This design comes from an exercise in tuning for small area and a short achievable clock period on the open sky130 flow, not from production work. The RTL was checked by simulation tests, not by an equivalence proof against the original design. Power and IR drop assume default switching activity.

<file path="flow/config.mk">
export PLATFORM = sky130hd
export DESIGN_NAME = project3_frame
export DESIGN_NICKNAME = project3_frame
export VERILOG_FILES = /design/flow/design.v
export SDC_FILE = /design/flow/constraint.sdc
export NUM_CORES = 4
export LEC_CHECK = 0
export CAP_MARGIN = 10
export CORE_MARGIN = 2
export CORE_UTILIZATION = 50
export CTS_CLUSTER_DIAMETER = 100
export CTS_CLUSTER_SIZE = 22
export SETUP_SLACK_MARGIN = 4.7
export SLEW_MARGIN = 10
</file>
<file path="flow/constraint.sdc">
create_clock -name core_clock -period 8.0 [get_ports {CLOCK_50}]
set_input_delay 1.6000 -clock core_clock [delete_from_list [all_inputs] [get_ports {CLOCK_50}]]
set_output_delay 1.6000 -clock core_clock [all_outputs]
set_load 0.01 [all_outputs]
</file>
<file path="flow/design.v">
module project3_frame(
  input        CLOCK_50,
  input        RESET_N,
  input  [3:0] KEY,
  output [6:0] HEX0,
  output [6:0] HEX1,
  output [9:0] LEDR,
  output [13:0] imem_addr,
  input  [31:0] imem_data,
  output [13:0] dmem_addr,
  output [31:0] dmem_wdata,
  output dmem_we,
  output dmem_re,
  input  [31:0] dmem_rdata
);
  wire clk = CLOCK_50;
  wire reset = !RESET_N;
  reg [31:0] pc;
  reg        take;         
  reg [31:0] tgt;
  reg        ab;           
  reg        fl_v;         
  reg [31:0] fl_inst;
  reg        fl_ab;        
  reg        fl_hitj1, fl_hitj2;  
  reg        fl_hitk1, fl_hitk2;  
  reg        sb;           
  reg        d_isbr, d_isjmp, d_rd, d_wr, d_wreg;
  reg [3:0]  d_wregno;
  reg [31:0] d_r1;         
  reg [31:0] d_b;          
  reg [31:0] d_y;          
  reg        d_sub;
  reg [1:0]  d_ct;         
  reg [3:0]  d_tt;         
  reg        d_ssum, d_scmp, d_sshr, d_sshl, d_sy;
  reg        m_rd, m_wr, m_wreg;
  reg [3:0]  m_wregno;
  reg [31:0] m_alu, m_r2;
  reg        w_hexwe, w_ledwe;
  reg [9:0]  w_data;
  reg [7:0]  hex;
  reg [9:0]  ledr;
  reg [31:0] regs [0:15];
  reg [15:0] rvalid;
  wire [31:0] inst_f = imem_data;
  wire f_isbj = (inst_f[31:29] == 3'b001);
  wire f_isbr = (inst_f[31:28] == 4'b0010);
  wire [31:0] pc_f = take ? tgt : pc;
  wire [31:0] pc4, tgt4;
  genvar gp;
  generate
    for (gp = 0; gp < 32; gp = gp + 1) begin : g_inc
      if (gp < 2) begin : g_lo
        assign pc4[gp] = pc[gp];
        assign tgt4[gp] = tgt[gp];
      end else if (gp == 2) begin : g_b2
        assign pc4[gp] = !pc[gp];
        assign tgt4[gp] = !tgt[gp];
      end else begin : g_hi
        assign pc4[gp] = pc[gp] ^ (&pc[gp-1:2]);
        assign tgt4[gp] = tgt[gp] ^ (&tgt[gp-1:2]);
      end
    end
  endgenerate
  wire [31:0] pcplus = take ? tgt4 : pc4;
  assign imem_addr = pc_f[15:2];
  wire        br_cond;
  wire [31:0] jt;
  wire [31:0] aluout;
  wire        take_next = ab && (d_isjmp || (d_isbr && br_cond));
  wire [31:0] tgt_next = d_isjmp ? jt : d_y;
  wire [31:0] pc_next = ab ? pc_f : pcplus;
  always @(posedge clk or posedge reset) begin
    if (reset) begin
      pc <= 32'h100;
      take <= 1'b0;
      ab <= 1'b0;
      fl_v <= 1'b0;
    end else begin
      pc <= pc_next;
      take <= take_next;
      if (!ab) begin
        if (f_isbj) ab <= 1'b1;
      end else if (d_isbr || d_isjmp) begin
        ab <= f_isbr;
      end
      fl_v <= !(ab && !f_isbr);
    end
  end
  always @(posedge clk) begin
    tgt <= tgt_next;
    fl_inst <= inst_f;
    fl_ab <= ab;
    fl_hitj1 <= wreg_next && (wregno_d == inst_f[7:4]);
    fl_hitj2 <= wreg_next && (wregno_d == inst_f[3:0]);
    fl_hitk1 <= d_wreg && (d_wregno == inst_f[7:4]);
    fl_hitk2 <= d_wreg && (d_wregno == inst_f[3:0]);
  end
  wire [31:0] inst = fl_inst;
  wire v = fl_v;
  wire [5:0] op1 = inst[31:26];
  wire [7:0] op2 = inst[25:18];
  wire [3:0] rd_f = inst[11:8];
  wire [3:0] rs = inst[7:4];
  wire [3:0] rt = inst[3:0];
  wire is_br_d  = v && (inst[31:28] == 4'b0010);
  wire is_jmp_d = v && (inst[31:28] == 4'b0011);
  wire is_lw_d  = v && (op1 == 6'b010010);
  wire is_sw_d  = v && (op1 == 6'b011010);
  wire alur_d   = !v || (op1 == 6'b000000);
  wire writes_rt = is_lw_d || (v && inst[31]) || is_jmp_d;
  wire wr_reg_d = writes_rt || alur_d;
  wire [3:0] wregno_d = writes_rt ? rt : (v ? rd_f : 4'd0);
  reg useimm_d, sub_d, ssum_d, scmp_d, sshr_d, sshl_d;
  reg [3:0] tt_d;
  always @* begin
    useimm_d = 1'b0;
    sub_d = 1'b0;
    ssum_d = 1'b0;
    scmp_d = 1'b0;
    sshr_d = 1'b0;
    sshl_d = 1'b0;
    tt_d = 4'b0000;
    if (v && op1 == 6'b000000) begin
      case (op2)
        8'b00001000, 8'b00001001, 8'b00001010, 8'b00001011: begin scmp_d = 1'b1; sub_d = 1'b1; end
        8'b00100000:  ssum_d = 1'b1;
        8'b00101000:  begin ssum_d = 1'b1; sub_d = 1'b1; end
        8'b00100100:  tt_d = 4'b1000;
        8'b00100101:   tt_d = 4'b1110;
        8'b00100110:  tt_d = 4'b0110;
        8'b00101100: tt_d = 4'b0111;
        8'b00101101:  tt_d = 4'b0001;
        8'b00101110: tt_d = 4'b1001;
        8'b00110000: sshr_d = 1'b1;
        8'b00110001: sshl_d = 1'b1;
        default: ;
      endcase
    end else if (v) begin
      case (op1)
        6'b010010, 6'b011010, 6'b100000: begin ssum_d = 1'b1; useimm_d = 1'b1; end
        6'b100100: begin tt_d = 4'b1000; useimm_d = 1'b1; end
        6'b100101:  begin tt_d = 4'b1110; useimm_d = 1'b1; end
        6'b100110: begin tt_d = 4'b0110; useimm_d = 1'b1; end
        default: ;
      endcase
      if (inst[31:28] == 4'b0010) sub_d = 1'b1;
    end
  end
  wire sy_d = v && (op1 == 6'b001100);
  wire hitk1 = fl_hitk1;    
  wire hitk2 = fl_hitk2;    
  wire wreg_next = !sb && wr_reg_d;    
  wire [15:0] sel1 = rvalid & (16'd1 << rs) & {16{!hitk1}};
  wire [15:0] sel2 = rvalid & (16'd1 << rt) & {16{!hitk2}};
  reg [31:0] rv1, rv2;
  integer j;
  always @* begin
    rv1 = {32{hitk1}} & m_alu;
    rv2 = {32{hitk2}} & m_alu;
    for (j = 0; j < 16; j = j + 1) begin
      rv1 = rv1 | ({32{sel1[j]}} & regs[j]);
      rv2 = rv2 | ({32{sel2[j]}} & regs[j]);
    end
  end
  wire [31:0] simm_d = {{16{inst[23]}}, inst[23:8]};
  wire useb_imm = useimm_d || is_jmp_d;
  wire [31:0] immx_d = is_jmp_d ? {simm_d[29:0], 2'b00} : simm_d;
  wire [31:0] b_d = useb_imm ? immx_d : (sub_d ? ~rv2 : rv2);
  wire [31:0] pcp_d = fl_ab ? pc4 : pc;
  wire [30:0] bt_sum = {pc[31:2], 1'b1} + {simm_d[29:0], fl_ab};
  wire [31:0] bt_d = {bt_sum[30:1], pc[1:0]};
  wire [31:0] y_d = (inst[31:28] == 4'b0010) ? bt_d : pcp_d;
  wire hitj1 = fl_hitj1;    
  wire hitj2 = fl_hitj2;    
  wire [31:0] rv1_rev, alu_rev;
  genvar gr;
  generate
    for (gr = 0; gr < 32; gr = gr + 1) begin : g_rev1
      assign rv1_rev[gr] = rv1[31 - gr];
      assign alu_rev[gr] = aluout[31 - gr];
    end
  endgenerate
  wire [31:0] r1_d = hitj1 ? (sshl_d ? alu_rev : aluout) : (sshl_d ? rv1_rev : rv1);
  wire [31:0] r2_d = hitj2 ? aluout : rv2;
  wire [31:0] bb_d = (hitj2 && !useb_imm) ? (aluout ^ {32{sub_d}}) : b_d;
  always @(posedge clk or posedge reset) begin
    if (reset) begin
      sb <= 1'b0;
      d_isbr <= 1'b0;
      d_isjmp <= 1'b0;
      d_rd <= 1'b0;
      d_wr <= 1'b0;
      d_wreg <= 1'b0;
    end else begin
      d_isbr <= !sb && is_br_d;
      d_isjmp <= !sb && is_jmp_d;
      d_rd <= !sb && is_lw_d;
      d_wr <= !sb && is_sw_d;
      d_wreg <= wreg_next;
      if (!sb) sb <= is_br_d || is_jmp_d;
      else if (d_isbr || d_isjmp) sb <= 1'b0;
    end
  end
  always @(posedge clk) begin
    d_wregno <= wregno_d;
    d_r1 <= r1_d;
    d_b <= bb_d;
    d_y <= is_sw_d ? r2_d : y_d;
    d_sub <= sub_d;
    d_ct <= (inst[31:28] == 4'b0010) ? op1[1:0] : op2[1:0];
    d_tt <= tt_d;
    d_ssum <= ssum_d;
    d_scmp <= scmp_d;
    d_sshr <= sshr_d;
    d_sshl <= sshl_d;
    d_sy <= sy_d;
  end
  wire [31:0] r1 = d_r1;
  wire [31:0] r2 = d_y;                                    
  wire [31:0] b  = d_b;                                    
  wire [32:0] sum_c = {r1, 1'b1} + {b, d_sub};
  wire [31:0] sum = sum_c[32:1];
  wire [31:0] xr = r1 ^ b;
  wire eq = &xr;                                           
  wire lt = {~r1[31], r1[30:0]} < {b[31], ~b[30:0]};    
  reg cmp;
  always @* begin
    case (d_ct)
      2'd0: cmp = eq;
      2'd1: cmp = lt;
      2'd2: cmp = lt | eq;
      default: cmp = !eq;
    endcase
  end
  wire big = |b[31:5];
  wire [31:0] shres_rev;
  wire [31:0] shres = r1 >> b[4:0];
  genvar gs;
  generate
    for (gs = 0; gs < 32; gs = gs + 1) begin : g_rev2
      assign shres_rev[gs] = shres[31 - gs];
    end
  endgenerate
  wire [31:0] shr = big ? 32'd0 : shres;
  wire [31:0] shl = big ? 32'd0 : shres_rev;
  wire [31:0] lut;
  genvar gi;
  generate
    for (gi = 0; gi < 32; gi = gi + 1) begin : g_lut
      assign lut[gi] = d_tt[{r1[gi], b[gi]}];
    end
  endgenerate
  assign aluout = ({32{d_ssum}} & sum) | lut |
                       ({32{d_sshr}} & shr) | ({32{d_sshl}} & shl) |
                       ({32{d_sy}} & d_y) | {31'd0, d_scmp & cmp};
  assign br_cond = cmp;
  assign jt = sum;
  always @(posedge clk or posedge reset) begin
    if (reset) begin
      m_rd <= 1'b0;
      m_wr <= 1'b0;
      m_wreg <= 1'b0;
    end else begin
      m_rd <= d_rd;
      m_wr <= d_wr;
      m_wreg <= d_wreg;
    end
  end
  always @(posedge clk) begin
    m_wregno <= d_wregno;
    m_alu <= aluout;
    m_r2 <= r2;
  end
  assign dmem_addr = m_alu[15:2];
  assign dmem_wdata = m_r2;
  assign dmem_we = m_wr;
  assign dmem_re = m_rd;
  wire io_hi = (m_alu[31:8] == 24'hFFFFF0);
  wire [31:0] rdval = (io_hi && m_alu[7:0] == 8'h80) ? {28'd0, ~KEY} : dmem_rdata;
  wire [31:0] wbval = m_rd ? rdval : m_alu;
  integer k;
  always @(posedge clk) begin
    for (k = 0; k < 16; k = k + 1)
      if (m_wreg && m_wregno == k) regs[k] <= wbval;
  end
  always @(posedge clk or posedge reset) begin
    if (reset) begin
      rvalid <= 16'd0;
      w_hexwe <= 1'b0;
      w_ledwe <= 1'b0;
    end else begin
      if (m_wreg) rvalid[m_wregno] <= 1'b1;
      w_hexwe <= m_wr && io_hi && m_alu[7:0] == 8'h00;
      w_ledwe <= m_wr && io_hi && m_alu[7:0] == 8'h20;
    end
  end
  always @(posedge clk) begin
    w_data <= m_r2[9:0];
  end
  always @(posedge clk or posedge reset) begin
    if (reset) begin
      hex <= 8'hAD;
      ledr <= 10'd0;
    end else begin
      if (w_hexwe) hex <= w_data[7:0];
      if (w_ledwe) ledr <= w_data;
    end
  end
  assign HEX0 = {3'b000, hex[3:0]};
  assign HEX1 = {3'b000, hex[7:4]};
  assign LEDR = ledr;
endmodule
</file>
<file path="flow/flow/run.sh">
#!/bin/bash
set -euo pipefail
export BUFFER_PORTS_ARGS="-buffer_cell sky130_fd_sc_hd__buf_1"
bash standard.sh finish > flow_make.log 2>&1
</file>
<file path="flow/standard.sh">
#!/bin/bash
# synth_recipe.tcl (not shown) runs the flow's synth.tcl, then flattens the netlist and writes it again
# the make line also repeats each setting of config.mk as NAME=value (left out here)
make -C /OpenROAD-flow-scripts/flow DESIGN_CONFIG=/design/flow/config.mk WORK_HOME=/design/flow/orfs CLKGATE_MAP_FILE= SYNTH_SCRIPT=/design/flow/synth_recipe.tcl "${@:-finish}"
</file>
==> results.txt <==
cells in the final DEF, fill, tap and decap left out, types with 91 or more instances in the layout:
master	Yosys	final
a21oi_1	125	108
a221oi_1	157	142
a22oi_1	260	260
buf_1	27	140
buf_4	36	147
dfxtp_1	266	225
edfxtp_1	512	512
inv_1	97	91
nand2_1	328	326
nand3_1	132	125
nor2_1	206	195
o21ai_0	114	92
xnor2_1	123	118
worst reg2reg max path, delay by kind of cell (launching register included):
kind            cells  cell delay [ns]
compound gates      5             1.41
mux                 2             0.84
flops               1             0.40
simple gates        3             0.34
buf+inv             2             0.28
state kept, by name, indices dropped and copies added (netlist names), 16 cells and up, named ones only:
register / count
d_r1: 32
m_r2: 32
d_y: 32
m_alu: 32
regs: 512
rvalid: 16
fl_inst: 32
tgt: 32
pc: 32
d_b: 32
metal layers:
metal / vias to the layer above / GRT usage, % / wire length (um)
li1: 15000 / - / -
met1: 18100 / 52.7 / 67000
met2: 3195 / 66.2 / 85800
met3: 817 / 13.3 / 26200
met4: 8 / 30.0 / 16500
met5: - / 0 / 51
metrics by stage:
step | utilization, % | total power [mW] | setup WS, ns
4_1_cts | 55.9 | 15.4 | 4.55
2_1_floorplan | - | 9.77 | 4.64
3_5_place_dp | 52.4 | 12.1 | 2.98
3_3_place_gp | 52.4 | 12.1 | 2.77
6_report | 57.4 | 16.2 | 4.58
5_1_grt | 57.3 | 16.6 | 4.54
kinds of logic after synthesis:
group	count (synthesis)	share of synthesized area, %
fa+ha+maj	82	2.45
compound gates	1124	19.8
flops	858	53.5
buf+inv	399	3.95
xor+xnor	187	3.86
mux	166	5.52
simple gates	982	11.0
other cells	1	0.00883
power breakdown:
| part | internal [mW] | total [mW] | leakage (nW) | switching, mW |
|---|---|---|---|---|
| Combinational | 2.57 | 6.65 | 8.51 | 4.08 |
| Clock | 1.22 | 2.77 | 0.719 | 1.55 |
| Sequential | 5.61 | 6.75 | 7.88 | 1.14 |
| Total | 9.39 | 16.2 | 17.1 | 6.78 |
cell type report:
class	instances	share of cell area, %
Antenna cell	5	0.0260
Sequential cell	858	47.3
Clock inverter	10	0.320
Tap cell	1134	2.95
Multi-Input combinational cell	2547	40.4
Timing Repair Buffer	348	5.40
Inverter	100	0.821
Clock buffer	78	2.79
timing repair:
item,CTS,global route
pin swaps,35,42
resized for setup,202,184
endpoints found under the setup margin,256,354
buffers inserted,55,36
cloned,5,8
path summary, 6_finish.rpt:
kind | startpoint | end | slack (ns) | cells after the start
worst max-delay path | take | imem_addr[2] | 4.58 | 3
worst min-delay path | m_r2[1] | w_data[1] | 0.36 | 0
worst max register to register | d_b[0] | d_b[7] | 4.64 | 12
worst min register to register | m_r2[1] | w_data[1] | 0.36 | 0
max in group asynchronous | RESET_N | fl_v | 5.88 | 2
min in group asynchronous | RESET_N | ledr[5] | 0.91 | 1
==> results.txt <==
status no timing/DRC/antenna violations; site row count 106; Seq/Total Area, Yosys 53.5%; Pwr Density 336 nW/um2; Core Region 84000 um2; CTS tree built; slowest cell delay on critical path 0.49 ns; Async S/R FF share, synth 9.32%; Slowest-stage cell, CP dfrtp_2; Post-Syn Area 42500 um2; Post-synth EDFFs 512; layout cells sized above 1 16.6%; register bit total from synthesis 858; Boundary Pins 156; Max-cap violations 0; Root Buffer clkbuf_16; final worst clock skew 0.0225 ns; DR vias/cell 7.30; cell chain of the critical path clkbuf_16, mux2_2, buf_1; Layout Area Growth over Synthesis 13.4%; grt total ovfl 0; Leak 17.1 nW; GPL Wtd Cong 1.08; top-count cell post-synth edfxtp_1; Final period util 42.8%; Placed Cells incl. Taps 4883; die width 295 um; syn_area_per_cell 11.2 um2; cells after synthesis 3799; clk sinks 858; Synth area leader edfxtp_1; initial DRC count 6752; CTS clk-pin slew, worst paths 0.09 ns; first-pass GRT wire length 266000 um; Avg WL per Cell 38.5 um; Top FF cell, synth edfxtp_1; initial cell density of the core 50.6%; worst-path fanout max 5; yosys warns 2; Seq. cell area 22800 um2; routed wire length 196000 um; routed vias 37100; Clock Path Buffers 3; DRT antenna net count 0; area taken by multi-input logic gates 19400 um2; Peak supply drop 220 uV; Netlist cell types 90; largest net degree at the start of global routing 65; Clock Latency Late Sink 0.66 ns; Final min period 3.42 ns; fin nets 4054; die area 87300 um2; share of the synthesized area in the top cell type 36.2%; DP HPWL 123000 um; final-report hold violation count 0; Synth area leaders edfxtp_1 (36%), dfxtp_1 (13%), a22oi_1 (4.6%); hold slack final 0.358 ns; Fill cells 7062; CP arrival 1.82 ns; All-Layer GR Usage 43.4%; critical path buffer and inverter count 2; vias in the first global route 35400; Peak Freq 292 MHz; post-route setup TNS 0 ns; Crit. End Element output pin; Hold Path Class reg2reg; dpl cell area 44000 um2; final setup violation count 0; Max-slew headroom 18.2%; Startpoint Class flop; CTS Buf Count 47; critical path class reg2out; CP delay by family, top flip-flops; H-Tree Depth 2; initial antenna violation count 8; most frequent cells after synthesis edfxtp_1 (512), nand2_1 (328), dfxtp_1 (266); port bufs 149; unrepaired setup endpoints after global routing yes; Post-Layout Inst Area 48200 um2; fin cells 5080; DR pass1 iterations 9; die height 295 um; Max Slew Vio Count 0; Worst-Margin Slew 1.23 ns; # hold bufs at CTS 0; Req. time, crit path 6.40 ns; DRC viols 0

-- separate check: timing with driven ports --
The results above use ideal ports. As a check the final layout listed here was re-extracted and re-timed, cells and wires unchanged.
Step 1: set_driving_cell puts a clkbuf_16 on CLOCK_50 and a buf_2 on each other input, an assumption about the parent block.
Step 2 also shifts input and output timing later by t, the mid clock arrival at the registers, as if the neighbouring blocks saw the same clock.
Three values: ideal, step 1, step 2; two values: the first two.
t (ns): 0.728
slack for setup (ns): 4.578 / 4.504 / 4.643
worst hold slack (ns): 0.358 / 0.358 / 0.358
worst setup path after step 2: register to register
worst slew at a driven data input, ns: 0.05
After both steps setup and hold are still met in this run. For this run, drivers alone change the setup slack by -0.074 ns; drivers and shift together by +0.065 ns.
